This is an optimization exercise on Yosys and OpenROAD, whose aim is small area, not a production implementation.
Function was not checked in any run shown here: the RTL went through the layout flow alone.
Power and IR drop assume default switching activity.

==> design/flow/design.v <==
module Ascending_Sorter_3inputs_8bits(
    output wire [2:0] sel_min,    
    output wire [2:0] sel_mid,
    output wire [2:0] sel_max,
    input  wire       xab, xbc, xac
);
    assign sel_min = { ~xac & ~xbc,  ~xab &  xbc,  xab &  xac };
    assign sel_max = {  xac &  xbc,   xab & ~xbc, ~xab & ~xac };
    assign sel_mid = {  xac ^  xbc, ~(xab ^ xbc),  xab ^  xac };
endmodule
module Le_8bits(output wire le, input wire [7:0] a, input wire [7:0] b);
    wire [7:0] l1 = ~a & b, g1 = a & ~b;
    wire [3:0] l2, g2;
    wire [1:0] l4, g4;
    genvar i;
    generate
        for (i = 0; i < 4; i = i + 1) begin : t2
            assign l2[i] = l1[2*i+1] | (~g1[2*i+1] & l1[2*i]);
            assign g2[i] = g1[2*i+1] | (~l1[2*i+1] & g1[2*i]);
        end
        for (i = 0; i < 2; i = i + 1) begin : t4
            assign l4[i] = l2[2*i+1] | (~g2[2*i+1] & l2[2*i]);
            assign g4[i] = g2[2*i+1] | (~l2[2*i+1] & g2[2*i]);
        end
    endgenerate
    assign le = ~(g4[1] | (~l4[1] & g4[0]));
endmodule
module Sel3_8bits(output wire [7:0] y, input wire [2:0] s,
                  input wire [7:0] a, input wire [7:0] b, input wire [7:0] c);
    assign y = ({8{s[0]}} & a) | ({8{s[1]}} & b) | ({8{s[2]}} & c);
endmodule
module Median_Finder_9inputs_8bits(
    output wire [7:0] med,
    input  wire [7:0] x, y, z
);
    wire xy, yz, xz;
    wire [2:0] smin, smid, smax;
    Le_8bits Cxy(.le(xy), .a(x), .b(y));
    Le_8bits Cyz(.le(yz), .a(y), .b(z));
    Le_8bits Cxz(.le(xz), .a(x), .b(z));
    Ascending_Sorter_3inputs_8bits Ord(.sel_min(smin), .sel_mid(smid), .sel_max(smax),
                                       .xab(xy), .xbc(yz), .xac(xz));
    Sel3_8bits Mux(.y(med), .s(smid), .a(x), .b(y), .c(z));
endmodule
module Median_Filter #(
    parameter WIDTH  = 32,
    parameter HEIGHT = 24
)(
    output wire [7:0] median_pixel,
    output wire       out_valid,
    input  wire [7:0] pixel_in,
    input  wire       in_valid,
    input  wire       rst,
    input  wire       clk
);
    localparam N = 2 * WIDTH + 3;
    reg  [7:0] sr [0:N-1];
    integer i;
    always @(posedge clk)
        if (in_valid) begin
            sr[0] <= pixel_in;
            for (i = 1; i < N; i = i + 1) sr[i] <= sr[i-1];
        end
    reg  [$clog2(WIDTH)-1:0]  col;
    reg  [$clog2(HEIGHT)-1:0] row;
    reg                       primed;    
    reg                       valid0, valid1;
    wire last_col = (col == WIDTH - 1);
    always @(posedge clk) begin
        if (rst) begin
            col    <= 0;
            row    <= 0;
            primed <= 1'b0;
            valid0 <= 1'b0;
            valid1 <= 1'b0;
        end else begin
            valid0 <= in_valid & primed;
            valid1 <= valid0;
            if (in_valid) begin
                col <= col + 1'b1;
                if (last_col) row <= (row == HEIGHT - 1) ? 0 : row + 1'b1;
                if (row == 1 && col == 0) primed <= 1'b1;
            end
        end
    end
    wire r0 = (row == 0);
    wire r1 = (row == 1);
    wire r2 = (row == 2);
    wire c0 = (col == 0);
    wire c1 = (col == 1);
    wire ptop = r1;
    wire pbot = r0;
    wire [7:0] qa = sr[2*WIDTH-1], qb = sr[WIDTH-1], qc = pixel_in;
    wire le_ab, le_bc, le_ac;
    Le_8bits Cab(.le(le_ab), .a(qa), .b(qb));
    Le_8bits Cbc(.le(le_bc), .a(qb), .b(qc));
    Le_8bits Cac(.le(le_ac), .a(qa), .b(qc));
    wire qxab = ptop | le_ab;
    wire qxbc = ~pbot & le_bc;
    wire qxac = ptop | (~pbot & le_ac);
    reg  [2:0] rx, mx, lx;
    always @(posedge clk)
        if (in_valid) begin
            rx <= {qxac, qxbc, qxab};
            mx <= rx;
            lx <= mx;
        end
    wire lmask = (col == 2);            
    wire rmask = c1;                    
    wire back2 = c0 | c1;               
    wire wtop  = back2 ? r2 : r1;
    wire wbot  = back2 ? r1 : r0;
    wire [2:0] rs_min, rs_mid, rs_max, ms_min, ms_mid, ms_max, ls_min, ls_mid, ls_max;
    Ascending_Sorter_3inputs_8bits OR_(.sel_min(rs_min), .sel_mid(rs_mid), .sel_max(rs_max),
                                       .xab(rx[0]), .xbc(rx[1]), .xac(rx[2]));
    Ascending_Sorter_3inputs_8bits OM(.sel_min(ms_min), .sel_mid(ms_mid), .sel_max(ms_max),
                                      .xab(mx[0]), .xbc(mx[1]), .xac(mx[2]));
    Ascending_Sorter_3inputs_8bits OL(.sel_min(ls_min), .sel_mid(ls_mid), .sel_max(ls_max),
                                      .xab(lx[0]), .xbc(lx[1]), .xac(lx[2]));
    wire [2:0] tb = {~wbot, 1'b1, ~wtop};
    wire [7:0] r_min, r_mid, r_max, m_min, m_mid, m_max, l_min, l_mid, l_max;
    Sel3_8bits SRn(.y(r_min), .s(rs_min & tb), .a(sr[2*WIDTH]), .b(sr[WIDTH]), .c(sr[0]));
    Sel3_8bits SRd(.y(r_mid), .s(rs_mid), .a(sr[2*WIDTH]), .b(sr[WIDTH]), .c(sr[0]));
    Sel3_8bits SRx(.y(r_max), .s(rs_max), .a(sr[2*WIDTH]), .b(sr[WIDTH]), .c(sr[0]));
    Sel3_8bits SMn(.y(m_min), .s(ms_min & tb), .a(sr[2*WIDTH+1]), .b(sr[WIDTH+1]), .c(sr[1]));
    Sel3_8bits SMd(.y(m_mid), .s(ms_mid), .a(sr[2*WIDTH+1]), .b(sr[WIDTH+1]), .c(sr[1]));
    Sel3_8bits SMx(.y(m_max), .s(ms_max), .a(sr[2*WIDTH+1]), .b(sr[WIDTH+1]), .c(sr[1]));
    Sel3_8bits SLn(.y(l_min), .s(ls_min & tb), .a(sr[2*WIDTH+2]), .b(sr[WIDTH+2]), .c(sr[2]));
    Sel3_8bits SLd(.y(l_mid), .s(ls_mid), .a(sr[2*WIDTH+2]), .b(sr[WIDTH+2]), .c(sr[2]));
    Sel3_8bits SLx(.y(l_max), .s(ls_max), .a(sr[2*WIDTH+2]), .b(sr[WIDTH+2]), .c(sr[2]));
    wire n_mr, n_lr, d_mr, d_lr, x_mr, x_lr;
    Le_8bits Cn1(.le(n_mr), .a(m_min), .b(r_min));
    Le_8bits Cn2(.le(n_lr), .a(l_min), .b(r_min));
    Le_8bits Cd1(.le(d_mr), .a(m_mid), .b(r_mid));
    Le_8bits Cd2(.le(d_lr), .a(l_mid), .b(r_mid));
    Le_8bits Cx1(.le(x_mr), .a(m_max), .b(r_max));
    Le_8bits Cx2(.le(x_lr), .a(l_max), .b(r_max));
    reg n_lm, d_lm, x_lm;
    always @(posedge clk)
        if (in_valid) begin
            n_lm <= n_mr;
            d_lm <= d_mr;
            x_lm <= x_mr;
        end
    wire [2:0] nmin, nmid, nmax, dmin, dmid, dmax, xmin, xmid, xmax;
    Ascending_Sorter_3inputs_8bits ON(.sel_min(nmin), .sel_mid(nmid), .sel_max(nmax),
        .xab(lmask | n_lm), .xbc(~rmask & n_mr), .xac(lmask | (~rmask & n_lr)));
    Ascending_Sorter_3inputs_8bits OD(.sel_min(dmin), .sel_mid(dmid), .sel_max(dmax),
        .xab(lmask | d_lm), .xbc(~rmask & d_mr), .xac(lmask | (~rmask & d_lr)));
    Ascending_Sorter_3inputs_8bits OX(.sel_min(xmin), .sel_mid(xmid), .sel_max(xmax),
        .xab(lmask | x_lm), .xbc(~rmask & x_mr), .xac(lmask | (~rmask & x_lr)));
    wire [7:0] max_of_min, mid_of_mid, min_of_max;
    Sel3_8bits SN(.y(max_of_min), .s(nmax), .a(l_min), .b(m_min), .c(r_min));
    Sel3_8bits SD(.y(mid_of_mid), .s(dmid), .a(l_mid), .b(m_mid), .c(r_mid));
    Sel3_8bits SX(.y(min_of_max), .s(xmin & {~rmask, 1'b1, ~lmask}),
                  .a(l_max), .b(m_max), .c(r_max));
    reg [7:0] s_x, s_y, s_z;
    always @(posedge clk) begin
        s_x <= max_of_min;
        s_y <= mid_of_mid;
        s_z <= min_of_max;
    end
    Median_Finder_9inputs_8bits Kernel(.med(median_pixel), .x(s_x), .y(s_y), .z(s_z));
    assign out_valid = valid1;
endmodule
==> design/flow/run.sh <==
#!/bin/bash
# synth_recipe.tcl (not shown) runs the flow's synth.tcl, then flattens the netlist and writes it again
# the make line also repeats each setting of config.mk as NAME=value (left out here)
make -C /OpenROAD-flow-scripts/flow DESIGN_CONFIG=/design/flow/config.mk WORK_HOME=/design/flow/orfs CLKGATE_MAP_FILE= SYNTH_SCRIPT=/design/flow/synth_recipe.tcl finish
==> design/flow/config.mk <==
export PLATFORM = sky130hd
export DESIGN_NAME = Median_Filter
export DESIGN_NICKNAME = Median_Filter
export VERILOG_FILES = /design/flow/design.v
export SDC_FILE = /design/flow/constraint.sdc
export NUM_CORES = 4
export LEC_CHECK = 0
export CAP_MARGIN = 20
export CORE_MARGIN = 2
export CORE_UTILIZATION = 40
export SLEW_MARGIN = 20
==> design/flow/constraint.sdc <==
create_clock -name core_clock -period 2.8 [get_ports {clk}]
set_input_delay 0.5600 -clock core_clock [delete_from_list [all_inputs] [get_ports {clk}]]
set_output_delay 0.5600 -clock core_clock [all_outputs]
set_load 0.01 [all_outputs]
==> notes.md, run 1 <==
The flow ran to the end, but the layout failed its checks. The reasons given for failing layout checks are negative setup slack. After detailed routing, the number of remaining DRC violations is 0.

After floorplanning, the core was sized to cover 52400 µm². Once placement finished, the instance area stood at 24600 µm². The slowest stage cell on the critical path is sky130_fd_sc_hd__maj3_2.

Total clock sinks: 585. CTS placed an instance of sky130_fd_sc_hd__clkbuf_16 at the clock tree root. Setup violations remaining at the end of the flow were counted as 35.

The effective utilization at floorplan came out at 40.4%. The run gives 0 as the number of max-cap violations. The synthesized design contains 548 enable-type register cells. The total overflow left after global routing is 0. Averaged over all synthesized cells, the footprint is 18.0 µm². The total standard cell area after synthesis came out at 21200 µm². Data arrives at the worst endpoint at 3.42 ns. The synthesis warning total is 3, and the total number of vias is 11600. Relative to the synthesized area, the layout overhead comes to 29.3%. For the number of H-tree levels, the log shows 2.

20 I/O pins were placed. Summing the areas of all fa, ha and maj instances in the mapped netlist gives 3.41% of the synthesized area. The basic-gate share of the synthesized area counting and, or, nand and nor cells was 5.89%. Sorting the synthesized cells by area gives the leading types as sky130_fd_sc_hd__edfxtp_1 (78%), sky130_fd_sc_hd__dfxtp_1 (3.5%), sky130_fd_sc_hd__maj3_1 (1.7%). The worst setup path is launched from a flip-flop. The design draws 0.0218 W. Once layout is done, the placed cells without fillers occupy 27400 µm². Clock-pin slew reported for the worst setup and hold paths after clock tree synthesis: 0.06 ns. The uppermost signal routing layer after detailed routing is met5.

The total routing resource utilization after global routing was 16.8%. The logs give 0.60 ns for the insertion delay to the later sink of the worst-skew pair and 54800 µm² for the overall die area. After the flow finishes, the layout carries non-filler instances totaling 2263. In this run the worst hold path is classified as in -> reg.

The highest clock rate came out at 0.251 GHz. In the final routed layout, each cell accounts on average for 20.1 µm. The number of buffers created by CTS was 56; the complex-gate fraction of the synthesized area was 7.55%. The routed design uses 2330 µm of met3 wire. In this run the biggest area consumer among cell types represents 77.6% of the synthesized area. The final period demand of the worst path is 3.98 ns. After synthesis, the share of cell area in mux cells is 0.142%. Hold-critical path depth: 1.

For this design the ratio of total power to cell area is 796 nW/µm². The cts-stage hold buffer count was 0. The first global-routing pass estimated 69500 µm of wire. In this run the static leakage power is 9.96 nW. Entering global routing, the biggest net connects 97 pins.

The worst register-to-register path has a depth of 13. Setup repair after global routing could not meet its margin everywhere. The worst setup path is of the reg -> out kind. The worst IR drop on VDD was 0.585 mV. The net count reported at finish came out at 1567.

The floorplan has 84 rows. Traced cell by cell, the critical path runs through nor2b_4 > maj3_2 > maj3_2 > maj3_2 > a221oi_2 > or2_1 > nand2_1 > maj3_2 > buf_12 > xor2_4 > a221o_1 > buf_2. The tools report the final hold violation count as 0. Synthesis produced 1176 cells. Largest family of logic cells by synthesized area: compound AO/OA/AOI/OAI gates. The via count of the first global-routing pass came out at 11900. TritonCTS built the clock tree. The logs give 2 for the number of antenna violations at the first check in global routing and 30000 µm for the placed wire-length estimate after detailed placement. The capturing element type of the critical path was an output pin. In the routed layout, each cell is associated on average with a via count of 5.14. The antenna diode instance count was 0. By count the netlist is led by sky130_fd_sc_hd__edfxtp_1 (548), sky130_fd_sc_hd__nand2_1 (75), sky130_fd_sc_hd__inv_1 (50). The final wirelength was 45500 µm.

The most common cell in the synthesized netlist was sky130_fd_sc_hd__edfxtp_1. Once layout is complete, the utilization of the core stands at 52.3%. The most instantiated flip-flop cell in the synthesis netlist is sky130_fd_sc_hd__edfxtp_1. For this run, the register share of the synthesized area comes to 81.1%. The clock passes through at most 3 buffers. The logs give 0.0138 ns for the setup skew after layout and 20500 µm for the length of routed met2 wiring. The count of state elements after synthesis came out at 585.

The run gives 1214 as the net count after synthesis. The count of input and output buffers was 19; the number of distinct library cells after synthesis was 68. The remaining antenna violation count was 0.

The share of layout cells above drive strength 1 was 35.2%; the parity-gate share of the synthesized area counting xor and xnor cells was 0.455%. Measured against its own limit, the worst slew margin works out to 49.2%. The logs give 0 for the max-slew violation total from the final report and -1.18 ns for the worst setup slack after layout. Biggest cell delay along the critical path: 0.37 ns. The detailed router put a total of 21200 µm of wire on met1.

The most repeated library cell on the critical path is sky130_fd_sc_hd__maj3_2. The final estimated routing congestion in global placement is 0.922, and the final worst-path cycle share is 142%. Of all nets on the critical path, the largest fanout is 6. STA puts the critical path data required time at 2.24 ns. The overall die height came out at 234 µm.

The run gives 6 as the first-pass detailed-route iteration total. The logs give -25.39 ns for the accumulated negative setup slack and 1040 for the number of DRC violations after detailed-routing iteration 0. Of all cell types, the one taking the most synthesized area is sky130_fd_sc_hd__edfxtp_1. In the synthesized netlist the async set-or-reset flop fraction comes to 0%. For the pin with the worst max-slew slack, the measured transition is 0.762 ns. In this run the horizontal extent of the chip is 234 µm. The number of placed instances, taps included, is 2126.
metrics by stage:
step                      setup WS [ns]  hold WS [ns]
after floorplan                  -0.519         0.400
after global placement            -1.09         0.401
after detailed placement          -1.05         0.405
after CTS                         -1.25         0.356
after global routing              -1.33         0.369
final                             -1.18         0.391
per-layer routing:
metal,global-route usage (%),vias to the layer above
li1,-,5396
met1,23.6,5843
met2,26.3,287
met3,3.20,97
met4,5.89,4
met5,0,-
sequential cells by signal, indices dropped and copies added (netlist names), 3 cells and up:
register / flops
s_y: 8
row: 5
s_z: 8
s_x: 8
sr: 536
rx: 3
mx: 3
lx: 3
col: 5
placed cells by master, fill, tap and decap left out, types with 16 or more instances in the layout:
cell / count
sky130_fd_sc_hd__maj3_2: 36
sky130_fd_sc_hd__ha_1: 17
sky130_fd_sc_hd__a222oi_1: 33
sky130_fd_sc_hd__buf_12: 21
sky130_fd_sc_hd__clkbuf_16: 56
sky130_fd_sc_hd__and2_1: 36
sky130_fd_sc_hd__a22oi_1: 23
sky130_fd_sc_hd__buf_4: 263
sky130_fd_sc_hd__a221o_1: 17
sky130_fd_sc_hd__nand2_1: 72
sky130_fd_sc_hd__nor2_1: 33
sky130_fd_sc_hd__edfxtp_1: 548
sky130_fd_sc_hd__nand2b_1: 20
sky130_fd_sc_hd__buf_6: 16
sky130_fd_sc_hd__dfxtp_1: 29
sky130_fd_sc_hd__inv_1: 41
where the power goes:
group | switching [W] | total [W] | internal (W)
sequential | 0.000305 | 0.0105 | 0.0102
clock | 0.00324 | 0.00765 | 0.00441
combinational | 0.00176 | 0.00364 | 0.00188
total | 0.00530 | 0.0218 | 0.0165
worst paths after layout:
| check | endpoint | startpoint | slack, ns |
|---|---|---|---|
| hold / removal | sr[26][5] | in_valid | 0.39 |
| setup reg to reg | s_z[0] | rx[2] | -0.91 |
| hold reg to reg | sr[13][5] | sr[12][5] | 0.41 |
| setup / recovery | median_pixel[1] | s_x[0] | -1.18 |
area by class of cell:
| type | instances | area (µm²) |
|---|---|---|
| clock buffers | 59 | 1410 |
| clock inverters | 45 | 463 |
| fillers | 4181 | 25000 |
| inverters | 50 | 190 |
| multi-input cells | 517 | 4550 |
| flip-flops and latches | 585 | 17200 |
| well taps | 688 | 861 |
| repair buffers | 319 | 2730 |
cells by family after synthesis:
logic type / Yosys count
xor gates and xnor gates: 11
and+or+nand+nor: 237
adders and majority gates: 65
AOI/OAI and AO/OA: 199
buffers and inverters: 76
DFF: 585
muxes: 3
critical path, delay by kind of cell, from the launching register on:
family	cells	cell delay, ns
simple gates	3	0.32
xor+xnor	1	0.16
compound gates	2	0.48
buf+inv	2	0.29
flops	1	0.33
fa+ha+maj	4	1.24
what timing repair did:
| item | 4_1_cts | 5_1_grt |
|---|---|---|
| pin swaps | 83 | 44 |
| buffers inserted | 31 | 7 |
| setup endpoints to repair | 37 | 37 |
| gates cloned | 2 | 0 |
| resized for setup | 139 | 33 |
==> run 2: changes to the inputs <==
--- a/design/flow/design.v
+++ b/design/flow/design.v
@@ -1,4 +1,4 @@
-module Ascending_Sorter_3inputs_8bits(
+module Order3(
     output wire [2:0] sel_min,    
     output wire [2:0] sel_mid,
     output wire [2:0] sel_max,
@@ -8,15 +8,24 @@
     assign sel_max = {  xac &  xbc,   xab & ~xbc, ~xab & ~xac };
     assign sel_mid = {  xac ^  xbc, ~(xab ^ xbc),  xab ^  xac };
 endmodule
+module Ascending_Sorter_3inputs_8bits(
+    output wire [2:0] sel_min,    
+    output wire [2:0] sel_mid,
+    output wire [2:0] sel_max,
+    input  wire       xab, ma, mb
+);
+    assign sel_min = { xab ? ma : mb, ~xab & ~mb,  xab & ~ma };
+    assign sel_max = { xab ? mb : ma,  xab & ~mb, ~xab & ~ma };
+    assign sel_mid = { ~ma & ~mb,      mb,         ma        };
+endmodule
 module Le_8bits(output wire le, input wire [7:0] a, input wire [7:0] b);
-    wire [7:0] l1 = ~a & b, g1 = a & ~b;
     wire [3:0] l2, g2;
     wire [1:0] l4, g4;
     genvar i;
     generate
         for (i = 0; i < 4; i = i + 1) begin : t2
-            assign l2[i] = l1[2*i+1] | (~g1[2*i+1] & l1[2*i]);
-            assign g2[i] = g1[2*i+1] | (~l1[2*i+1] & g1[2*i]);
+            assign l2[i] = (~a[2*i+1] & b[2*i+1]) | (~a[2*i+1] & ~a[2*i] & b[2*i]) | (b[2*i+1] & ~a[2*i] & b[2*i]);
+            assign g2[i] = (a[2*i+1] & ~b[2*i+1]) | (a[2*i+1] & a[2*i] & ~b[2*i]) | (~b[2*i+1] & a[2*i] & ~b[2*i]);
         end
         for (i = 0; i < 2; i = i + 1) begin : t4
             assign l4[i] = l2[2*i+1] | (~g2[2*i+1] & l2[2*i]);
@@ -38,8 +47,8 @@
     Le_8bits Cxy(.le(xy), .a(x), .b(y));
     Le_8bits Cyz(.le(yz), .a(y), .b(z));
     Le_8bits Cxz(.le(xz), .a(x), .b(z));
-    Ascending_Sorter_3inputs_8bits Ord(.sel_min(smin), .sel_mid(smid), .sel_max(smax),
-                                       .xab(xy), .xbc(yz), .xac(xz));
+    Order3 Ord(.sel_min(smin), .sel_mid(smid), .sel_max(smax),
+                     .xab(xy), .xbc(yz), .xac(xz));
     Sel3_8bits Mux(.y(med), .s(smid), .a(x), .b(y), .c(z));
 endmodule
 module Median_Filter #(
@@ -64,7 +73,7 @@
     reg  [$clog2(WIDTH)-1:0]  col;
     reg  [$clog2(HEIGHT)-1:0] row;
     reg                       primed;    
-    reg                       valid0, valid1;
+    reg                       valid0, valid1, valid2;
     wire last_col = (col == WIDTH - 1);
     always @(posedge clk) begin
         if (rst) begin
@@ -73,9 +82,11 @@
             primed <= 1'b0;
             valid0 <= 1'b0;
             valid1 <= 1'b0;
+            valid2 <= 1'b0;
         end else begin
             valid0 <= in_valid & primed;
             valid1 <= valid0;
+            valid2 <= valid1;
             if (in_valid) begin
                 col <= col + 1'b1;
                 if (last_col) row <= (row == HEIGHT - 1) ? 0 : row + 1'b1;
@@ -101,22 +112,25 @@
     reg  [2:0] rx, mx, lx;
     always @(posedge clk)
         if (in_valid) begin
-            rx <= {qxac, qxbc, qxab};
+            rx <= {~(qxab ^ qxbc), qxab ^ qxac, qxab};
             mx <= rx;
             lx <= mx;
         end
-    wire lmask = (col == 2);            
-    wire rmask = c1;                    
-    wire back2 = c0 | c1;               
-    wire wtop  = back2 ? r2 : r1;
-    wire wbot  = back2 ? r1 : r0;
+    reg lmask, rmask, wtop, wbot;
+    always @(posedge clk)
+        if (in_valid) begin
+            lmask <= c1;                
+            rmask <= c0;                
+            wtop  <= c0 ? r2 : r1;      
+            wbot  <= c0 ? r1 : r0;      
+        end
     wire [2:0] rs_min, rs_mid, rs_max, ms_min, ms_mid, ms_max, ls_min, ls_mid, ls_max;
     Ascending_Sorter_3inputs_8bits OR_(.sel_min(rs_min), .sel_mid(rs_mid), .sel_max(rs_max),
-                                       .xab(rx[0]), .xbc(rx[1]), .xac(rx[2]));
+                                       .xab(rx[0]), .ma(rx[1]), .mb(rx[2]));
     Ascending_Sorter_3inputs_8bits OM(.sel_min(ms_min), .sel_mid(ms_mid), .sel_max(ms_max),
-                                      .xab(mx[0]), .xbc(mx[1]), .xac(mx[2]));
+                                      .xab(mx[0]), .ma(mx[1]), .mb(mx[2]));
     Ascending_Sorter_3inputs_8bits OL(.sel_min(ls_min), .sel_mid(ls_mid), .sel_max(ls_max),
-                                      .xab(lx[0]), .xbc(lx[1]), .xac(lx[2]));
+                                      .xab(lx[0]), .ma(lx[1]), .mb(lx[2]));
     wire [2:0] tb = {~wbot, 1'b1, ~wtop};
     wire [7:0] r_min, r_mid, r_max, m_min, m_mid, m_max, l_min, l_mid, l_max;
     Sel3_8bits SRn(.y(r_min), .s(rs_min & tb), .a(sr[2*WIDTH]), .b(sr[WIDTH]), .c(sr[0]));
@@ -143,11 +157,11 @@
             x_lm <= x_mr;
         end
     wire [2:0] nmin, nmid, nmax, dmin, dmid, dmax, xmin, xmid, xmax;
-    Ascending_Sorter_3inputs_8bits ON(.sel_min(nmin), .sel_mid(nmid), .sel_max(nmax),
+    Order3 ON(.sel_min(nmin), .sel_mid(nmid), .sel_max(nmax),
         .xab(lmask | n_lm), .xbc(~rmask & n_mr), .xac(lmask | (~rmask & n_lr)));
-    Ascending_Sorter_3inputs_8bits OD(.sel_min(dmin), .sel_mid(dmid), .sel_max(dmax),
+    Order3 OD(.sel_min(dmin), .sel_mid(dmid), .sel_max(dmax),
         .xab(lmask | d_lm), .xbc(~rmask & d_mr), .xac(lmask | (~rmask & d_lr)));
-    Ascending_Sorter_3inputs_8bits OX(.sel_min(xmin), .sel_mid(xmid), .sel_max(xmax),
+    Order3 OX(.sel_min(xmin), .sel_mid(xmid), .sel_max(xmax),
         .xab(lmask | x_lm), .xbc(~rmask & x_mr), .xac(lmask | (~rmask & x_lr)));
     wire [7:0] max_of_min, mid_of_mid, min_of_max;
     Sel3_8bits SN(.y(max_of_min), .s(nmax), .a(l_min), .b(m_min), .c(r_min));
@@ -160,6 +174,10 @@
         s_y <= mid_of_mid;
         s_z <= min_of_max;
     end
-    Median_Finder_9inputs_8bits Kernel(.med(median_pixel), .x(s_x), .y(s_y), .z(s_z));
-    assign out_valid = valid1;
+    wire [7:0] med;
+    Median_Finder_9inputs_8bits Kernel(.med(med), .x(s_x), .y(s_y), .z(s_z));
+    reg [7:0] med_q;
+    always @(posedge clk) med_q <= med;
+    assign median_pixel = med_q;
+    assign out_valid    = valid2;
 endmodule
==> notes.md, run 2 <==
The die is 238 µm tall. After synthesis, the most frequently instantiated cells are sky130_fd_sc_hd__edfxtp_1 (552), sky130_fd_sc_hd__nor2_1 (54), sky130_fd_sc_hd__inv_1 (47). The logs give 4358 for the count of fill cells added during filler insertion and 85 for the number of distinct library cells after synthesis. The number of flops mapped to enable cells by yosys was 552; the global route total overflow was 0. For the highest clock rate, the log shows 0.324 GHz.

The register with the most flip-flops in the final layout is sr. The final critical path takes up 110% of the cycle. The total routing resource utilization after global routing is 16.8%. Clock tree synthesis found a total of 598 sinks. On the worst path, the slowest cell contributes a delay of 0.43 ns.

The growth of design area from synthesis to finish was 27.7%. The tools report the maximum number of pins on one net before global-route repair as 86. After the first detailed-routing iteration, the DRC count stood at 1077. The insertion delay to the later sink of the worst-skew pair was 0.63 ns; the I/O pin total was 20. The count of state elements after synthesis is 598, and the met1 capacity usage during global routing is 23.2%.

Headroom to the max-slew limit came out at 49.4%. Post-synthesis instance total: 1235. The worst setup slack after layout was -0.291 ns; the finished layout cell area was 28000 µm².

In the final layout, the share of cells above drive strength 1 is 32.5%. The final period demand of the worst path is 3.09 ns. The placeable core area is 54000 µm². Global routing consumed, on the met3 layer, 2.78% of the routing resources.

The run gives 85 as the count of standard-cell rows. The critical path depth is 13. The flow ran to the end, but the layout failed its checks.

The clock passes through at most 3 buffers. The count of nets left with antenna violations once routing finished came out at 0. The path class of the tightest hold or removal check is in -> reg.

For this run, the number of Yosys warnings is 3. The library cell used most frequently in the layout, excluding fill and tap cells, is sky130_fd_sc_hd__edfxtp_1. Final routed DRC violation total: 0. For the pin with the worst max-slew slack, the measured transition is 0.754 ns. For the effective utilization at floorplan, the log shows 40.6%. The congestion estimate from routability-driven global placement came to 0.929. Clock tree synthesis selected as its root buffer the cell sky130_fd_sc_hd__clkbuf_16.

The setup path with the least slack is of type reg -> reg. The logs give 1254 for the net count after synthesis and 0.507 mV for the worst IR drop on VDD. The leakage power total is 10.1 nW. In this design, the largest share of critical-path delay is due to simple AND/OR/NAND/NOR gates.

On the critical path, the stage with the largest delay is an instance of sky130_fd_sc_hd__edfxtp_1. Across the run, the number of max-cap violations was 0. For this design the ratio of total power to cell area is 785 nW/µm². The hold-critical path depth works out to 1.

By area the synthesized netlist is led by sky130_fd_sc_hd__edfxtp_1 (76%), sky130_fd_sc_hd__dfxtp_1 (4.2%), sky130_fd_sc_hd__maj3_1 (1.1%). The number of H-tree levels was 2. The area taken by flip-flops and latches is 17500 µm², and the number of buffers created by CTS is 60. The biggest area contributor in the post-synthesis netlist is sky130_fd_sc_hd__edfxtp_1. The logs give 1601 for the net count reported at finish and 48100 µm for the final wirelength.

The run gives 0 as the final hold violation count. Hold repair after CTS inserted 0 buffers. The placed instances occupy a cell area of 24800 µm². The type of origin of the critical path is a flip-flop. Clock skew on the completed layout was measured at 0.0332 ns. The most common cell in the synthesized netlist is sky130_fd_sc_hd__edfxtp_1. The run gives 12100 as the via count of the first global-routing pass. The run gives -0.683 ns as the post-placement worst setup slack. The global routing stage identified its most utilized layer as met2. The register with the most flip-flops in the layout has 536 of them.

In this run the worst path has a maximum fanout of 11. The first-pass detailed-route iteration total is 7, and the area fraction of the dominant cell type after synthesis is 75.7%. The max-slew violation total from the final report is 0. The global-route met2 utilization came out at 25.9%. The critical path data required time came out at 3.31 ns. The critical path goes through buf_4 > buf_4 > or3_4 > o221ai_4 > buf_6 > o22ai_4 > nor4_2 > nor4b_2 > maj3_2 > o21a_4 > buf_6 > mux2_4 > o32ai_2. In the layout the commonest cells are sky130_fd_sc_hd__edfxtp_1 (552), sky130_fd_sc_hd__buf_4 (257), sky130_fd_sc_hd__clkbuf_16 (61). At the worst endpoint, the arrival time is 3.60 ns.

In this run the cell area of the synthesized design comes to 21900 µm². The total number of vias came out at 12300. For the number of antenna violations at the first check in global routing, the log shows 2. A synthesized cell averages 17.7 µm². The repair_antennas step left the layout with diodes totalling 0. The number of cells on the worst reg-to-reg path is 13.

After clock tree synthesis, the clock-pin slew on the worst setup and hold paths is 0.06 ns. The logs give 4760 µm² for the area used by multi-input combinational logic and 71900 µm for the global-route wire length before repair. The average routed wire per standard cell works out to 20.7 µm. The count of buffering cells on the critical path with inverters included works out to 4. Sequential elements use 79.9% of the synthesized area. The count of input and output buffers works out to 19.

Setup repair after global routing could not meet its margin everywhere. The run gives 31800 µm as the placed wire-length estimate after detailed placement. The floorplan step defined a die boundary enclosing 56700 µm².

Using the TritonRoute via totals, the vias-per-cell ratio works out to 5.29. In the synthesized netlist the dominant register cell turns out to be sky130_fd_sc_hd__edfxtp_1. TritonCTS built the clock tree. The run gives 25 as the setup-violating endpoint count in the final report. In this run the layout check failures are negative setup slack. The die is 238 µm wide.

The worst setup path is captured at a flip-flop. The proportion of register bits with asynchronous set or reset after synthesis was 0%.
run 2: cell count changes after synthesis, moves of 10 or more:
cell	change
sky130_fd_sc_hd__a21o_1	+11
sky130_fd_sc_hd__a21oi_1	+21
sky130_fd_sc_hd__a221o_1	-11
sky130_fd_sc_hd__a222oi_1	-22
sky130_fd_sc_hd__a22o_1	+21
sky130_fd_sc_hd__a22oi_1	-10
sky130_fd_sc_hd__and2_1	-24
sky130_fd_sc_hd__ha_1	-19
sky130_fd_sc_hd__maj3_1	-11
sky130_fd_sc_hd__mux2i_1	+17
sky130_fd_sc_hd__nand2_1	-35
sky130_fd_sc_hd__nand3_1	+11
sky130_fd_sc_hd__nor2_1	+20
sky130_fd_sc_hd__o221ai_1	-10
run 2: final timing paths:
check	startpoint	end	slack, ns
setup / recovery	rx[0]	s_z[7]	-0.29
setup reg to reg	rx[0]	s_z[7]	-0.29
hold / removal	in_valid	sr[16][7]	0.37
hold reg to reg	sr[21][2]	sr[22][2]	0.41
run 2: logic make-up (layout without fill, tap and decap cells):
kind of cell | after synthesis | in the layout | share of synthesized area, %
DFF | 598 | 598 | 79.9
AOI/OAI and AO/OA | 248 | 248 | 9.01
and+or+nand+nor | 231 | 231 | 5.67
buffers and inverters | 81 | 472 | 1.69
adders and majority gates | 37 | 37 | 1.81
muxes | 27 | 27 | 1.41
xor gates and xnor gates | 13 | 13 | 0.554
run 2: metal layers:
| metal | vias up | wire length, µm |
|---|---|---|
| met3 | 126 | 2090 |
| li1 | 5653 | - |
| met1 | 6162 | 21800 |
| met5 | - | 11 |
| met4 | 2 | 2220 |
| met2 | 342 | 22000 |
run 2: report_power, final:
part           switching [W]  internal [W]  total (W)
sequential          0.000391        0.0105     0.0109
clock                0.00331       0.00447    0.00779
combinational        0.00171       0.00160    0.00331
total                0.00541        0.0165     0.0220
run 2: repair_timing:
| action | 4_1_cts | 5_1_grt |
|---|---|---|
| gates cloned | 1 | 0 |
| pin swaps | 49 | 29 |
| endpoints found under the setup margin | 36 | 35 |
| buffers inserted | 39 | 14 |
| gates resized for setup | 106 | 70 |
run 2: final cells by class:
class | instances | area share [%]
inverters | 48 | 0.644
clock buffers | 73 | 5.62
well taps | 696 | 3.11
clock inverters | 33 | 1.27
flip-flops and latches | 598 | 62.6
repair buffers | 318 | 9.77
multi-input cells | 556 | 17.0
run 2: stage by stage:
stage                     cells  TNS [ns]  hold slack, ns  utilization, %  total power, W
after global placement     2164     -9.14           0.401            46.0          0.0136
final                      2322     -5.40           0.370            51.8          0.0220
after detailed placement   2164    -11.96           0.405            46.0          0.0137
after global routing       2322     -8.72           0.370            51.8          0.0228
after floorplan            1235         0           0.400               -          0.0123
after CTS                  2309     -4.84           0.361            50.9          0.0219
==> run 3: changes to the inputs <==
--- a/design/flow/config.mk
+++ b/design/flow/config.mk
@@ -7,5 +7,5 @@
 export LEC_CHECK = 0
 export CAP_MARGIN = 20
 export CORE_MARGIN = 2
-export CORE_UTILIZATION = 40
+export CORE_UTILIZATION = 65
 export SLEW_MARGIN = 20
==> notes.md, run 3 <==
The count of cells in the finished layout, fillers not included, comes to 1978. The net count after synthesis is 1254. By area the synthesized netlist is led by sky130_fd_sc_hd__edfxtp_1 (76%), sky130_fd_sc_hd__dfxtp_1 (4.2%), sky130_fd_sc_hd__maj3_1 (1.1%). The proportion of register bits with asynchronous set or reset after synthesis is 0%. Dividing the detail-routed wire length by the instance count gives 23.8 µm.

Pin slew with the least headroom to its limit: 1.00 ns. Counting tap cells, the placed design contains a total of 1847 instances. For this block, the routed nets add up to 47100 µm of wire. Yosys mapped a number of flops with a built-in enable equal to 552. Of the available clock period, the critical path in the final layout requires 109%. For the overall die area, the log shows 35200 µm². Routability-driven placement finished with a final weighted congestion of 0.930.

For the worst setup path, the data required time is 3.27 ns. The register with the most flip-flops in the layout has 536 of them. The effective utilization at floorplan came out at 65.7%. Synthesis inferred 598 register bits. Of the total power, the share spent switching nets is 25.0%.

Dividing the detail-routed via count by the number of cells gives 6.18. For the net count reported at finish, the log shows 1507. The number of buffers and inverters on the critical path is 0. Headroom to the max-slew limit came out at 32.6%. The total overflow left after global routing is 0. Ranked by flip-flop count, first place goes to sr. The biggest cell delay along the critical path is 0.53 ns. The detailed router finished its first iteration with 1167 violations. The number of buffers created by CTS was 55. Slowest stage cell on the critical path: sky130_fd_sc_hd__edfxtp_1. For this run, the leading register cell type out of synthesis is sky130_fd_sc_hd__edfxtp_1.

TritonCTS built the clock tree. The analysis attributes to net switching a power of 0.00534 W. For this run, design rule violations remaining after detail routing come to 0. The growth of design area from synthesis to finish was 22.5%; the worst setup slack after layout was -0.257 ns. The logs give -0.730 ns for the post-placement worst setup slack and 79.9% for the post-synthesis sequential area ratio. The worst setup path is captured at a flip-flop. The worst IR drop on VDD is 0.731 mV. Once layout is done, the placed cells without fillers occupy 26800 µm². For the placed wire-length estimate after detailed placement, the log shows 27100 µm. Setup-violating endpoint count in the final report: 28. The tools report the total routing resource utilization after global routing as 26.8%. Summed over all cells, the static leakage comes to 9.61 nW. The length in cells of the worst reg-to-reg path was 9; the register share of total power was 51.0%. Entering global routing, the biggest net connects 87 pins. The signal on the critical path passes through a22o_1 > a21o_1 > maj3_2 > maj3_2 > maj3_2 > o22ai_4 > o21ai_2 > a2bb2oi_4 > a221o_1. Cells with a size suffix above 1 make up 28.1% of the layout.

Most common cell after layout, fill and taps aside: sky130_fd_sc_hd__edfxtp_1. The setup path with the least slack is of type reg -> reg. Along the worst path, the maximum fanout reaches 7. The cell class contributing the biggest share of worst-path delay was compound AO/OA/AOI/OAI gates. Clock root buffer: sky130_fd_sc_hd__clkbuf_16. The tools report the number of max-cap violations as 0.

The tools report the via count of the first global-routing pass as 12200. Counting I/O delays and the setup requirement, the final critical path takes 3.06 ns. The tree built by TritonCTS fans out to 598 sinks. The run did not pass the layout checks because of negative setup slack. Final hold violation count: 0. The synthesized area per cell works out to 17.7 µm².

The hold-critical path depth works out to 1. Setup repair after global routing could not meet its margin everywhere. Timing would allow up to 0.327 GHz. Counting instances in the post-synthesis netlist gives the leading cell types as sky130_fd_sc_hd__edfxtp_1 (552), sky130_fd_sc_hd__nor2_1 (54), sky130_fd_sc_hd__inv_1 (47). By instance count, the leading cell after synthesis is sky130_fd_sc_hd__edfxtp_1. Type of origin of the critical path: a flip-flop. Row generation in the floorplan step produced 67 rows. The run finished, with violations left. The total standard cell area after synthesis is 21900 µm², and the area fraction of the dominant cell type after synthesis is 75.7%. The first global-routing pass estimated 71000 µm of wire. The critical path depth was 9; the maximum root-to-sink buffer count was 3. The most repeated library cell on the critical path is sky130_fd_sc_hd__maj3_2. The library cells used most frequently in the layout, excluding fill and tap cells, are sky130_fd_sc_hd__edfxtp_1 (552), sky130_fd_sc_hd__buf_4 (179), sky130_fd_sc_hd__clkbuf_16 (55).

The total number of vias came out at 12200. Per report_power, the clock group accounts for 33.8% of the total. The internal power of the cells totals 0.0160 W.

The remaining antenna violation count came out at 0. Endpoint arrival time on the critical path: 3.53 ns. Hold is met by 0.348 ns.

The part of the total power dissipated in combinational logic was 15.2%. The kind of path behind the tightest hold check was in -> reg. For the max-slew violation total from the final report, the log shows 0.

For the insertion delay to the later sink of the worst-skew pair, the log shows 0.62 ns. Of all cell types, the one taking the most synthesized area is sky130_fd_sc_hd__edfxtp_1. The clock arrives with 0.0494 ns of skew. The clock tree synthesis step divided the H-tree into 2 levels. The first detailed-routing pass took 6 iterations. The logs give 1235 for the post-synthesis instance total and 3 for the synthesis warning total. The floorplan step set the die width to 188 µm. The core region is 33400 µm².

The cell area power density is 795 nW/µm², and the number of antenna violations at the first check in global routing is 1. Summing all placed instances gives a cell area of 24000 µm². The count of buffers added on input and output ports is 19. Number of distinct library cells after synthesis: 85. After clock tree synthesis, the clock-pin slew on the worst setup and hold paths is 0.06 ns.

In this run the vertical extent of the chip is 188 µm. Pin placement for this block handled 20 I/O pins.
## run 3: cell counts after synthesis
No cell type changed its count.
## run 3: routing by layer
layer / GRT usage, % / wire length [µm]
met1: 37.8 / 20100
met3: 4.14 / 2600
met4: 9.09 / 1290
met2: 43.5 / 23100
met5: 0 / 0
## run 3: area by class of cell
class	count	area, µm²
diodes	1	2.50
fillers	1720	6530
clock buffers	70	1430
flip-flops and latches	598	17500
multi-input cells	556	4870
clock inverters	28	282
inverters	48	180
repair buffers	229	2010
well taps	448	561
## run 3: what timing repair did
action                                  in CTS  in global routing
gates cloned                                 1                  0
setup buffers                               16                 16
hold buffers                                 0                  0
pin swaps                                   43                 49
resized for setup                          120                 57
endpoints found under the setup margin      29                 32
## run 3: power groups by stage
| stage | registers (W) | logic, W | clock network, W |
|---|---|---|---|
| final | 0.0109 | 0.00324 | 0.00721 |
| after global routing | 0.0109 | 0.00342 | 0.00769 |
| after CTS | 0.0109 | 0.00285 | 0.00734 |
| after detailed placement | 0.0110 | 0.00252 | 0 |
| after global placement | 0.0110 | 0.00244 | 0 |
| after floorplan | 0.0109 | 0.00138 | 0 |
## run 3: worst paths after layout
path,slack [ns],start,end
min,0.35,in_valid,sr[24][6]
max,-0.26,mx[1],s_y[0]
max reg2reg,-0.26,mx[1],s_y[0]
min reg2reg,0.39,sr[55][6],sr[56][6]
## run 3: kinds of logic (layout without fill, tap and decap cells)
| group | count (synthesis) | in the layout | share of synthesized area (%) |
|---|---|---|---|
| other | 0 | 1 | 0 |
| muxes | 27 | 27 | 1.41 |
| DFF | 598 | 598 | 79.9 |
| buffers and inverters | 81 | 375 | 1.69 |
| xor gates and xnor gates | 13 | 13 | 0.554 |
| adders and majority gates | 37 | 37 | 1.81 |
| AOI/OAI and AO/OA | 248 | 248 | 9.01 |
| and+or+nand+nor | 231 | 231 | 5.67 |
## run 3: stage by stage
step | utilization (%) | power (W) | TNS, ns
3_5_place_dp | 71.8 | 0.0135 | -7.28
6_report | 80.4 | 0.0213 | -3.81
3_3_place_gp | 71.8 | 0.0134 | -5.53
4_1_cts | 79.1 | 0.0211 | -1.85
5_1_grt | 80.4 | 0.0220 | -6.92
2_1_floorplan | - | 0.0123 | 0

static timing again, ports no longer ideal:
How much do the figures lean on ideal ports? The routed layouts below were timed once more, with nothing changed but the port constraints.
Step 1 assumes that a clkbuf_16 drives the clock port and a buf_2 every other input.
Step 2 moves the port delays by t, midway between the first and last clock arrival at a register: inputs arrive t later, outputs are due t later. That takes back most of the time a late clock gives input paths.
a / b / c = ideal / step 1 / step 2; a / b = the first two.
| run | t (ns) | setup WS [ns] | clock arrival spread, ns | worst data-port slew with drivers (ns) | cell pins on the clock port's net |
|---|---|---|---|---|---|
| run 1 | 0.652 | -1.176 / -1.235 / -0.907 | 0.016 / 0.016 | 0.07 | 1 |
| run 2 | 0.667 | -0.291 / -0.291 / -0.516 | 0.034 / 0.034 | 0.08 | 1 |
| run 3 | 0.649 | -0.257 / -0.257 / -0.774 | 0.050 / 0.051 | 0.06 | 1 |
The setup slack of run 3, which loses most, moves by 0.000 ns with the drivers and by -0.517 ns with both steps.
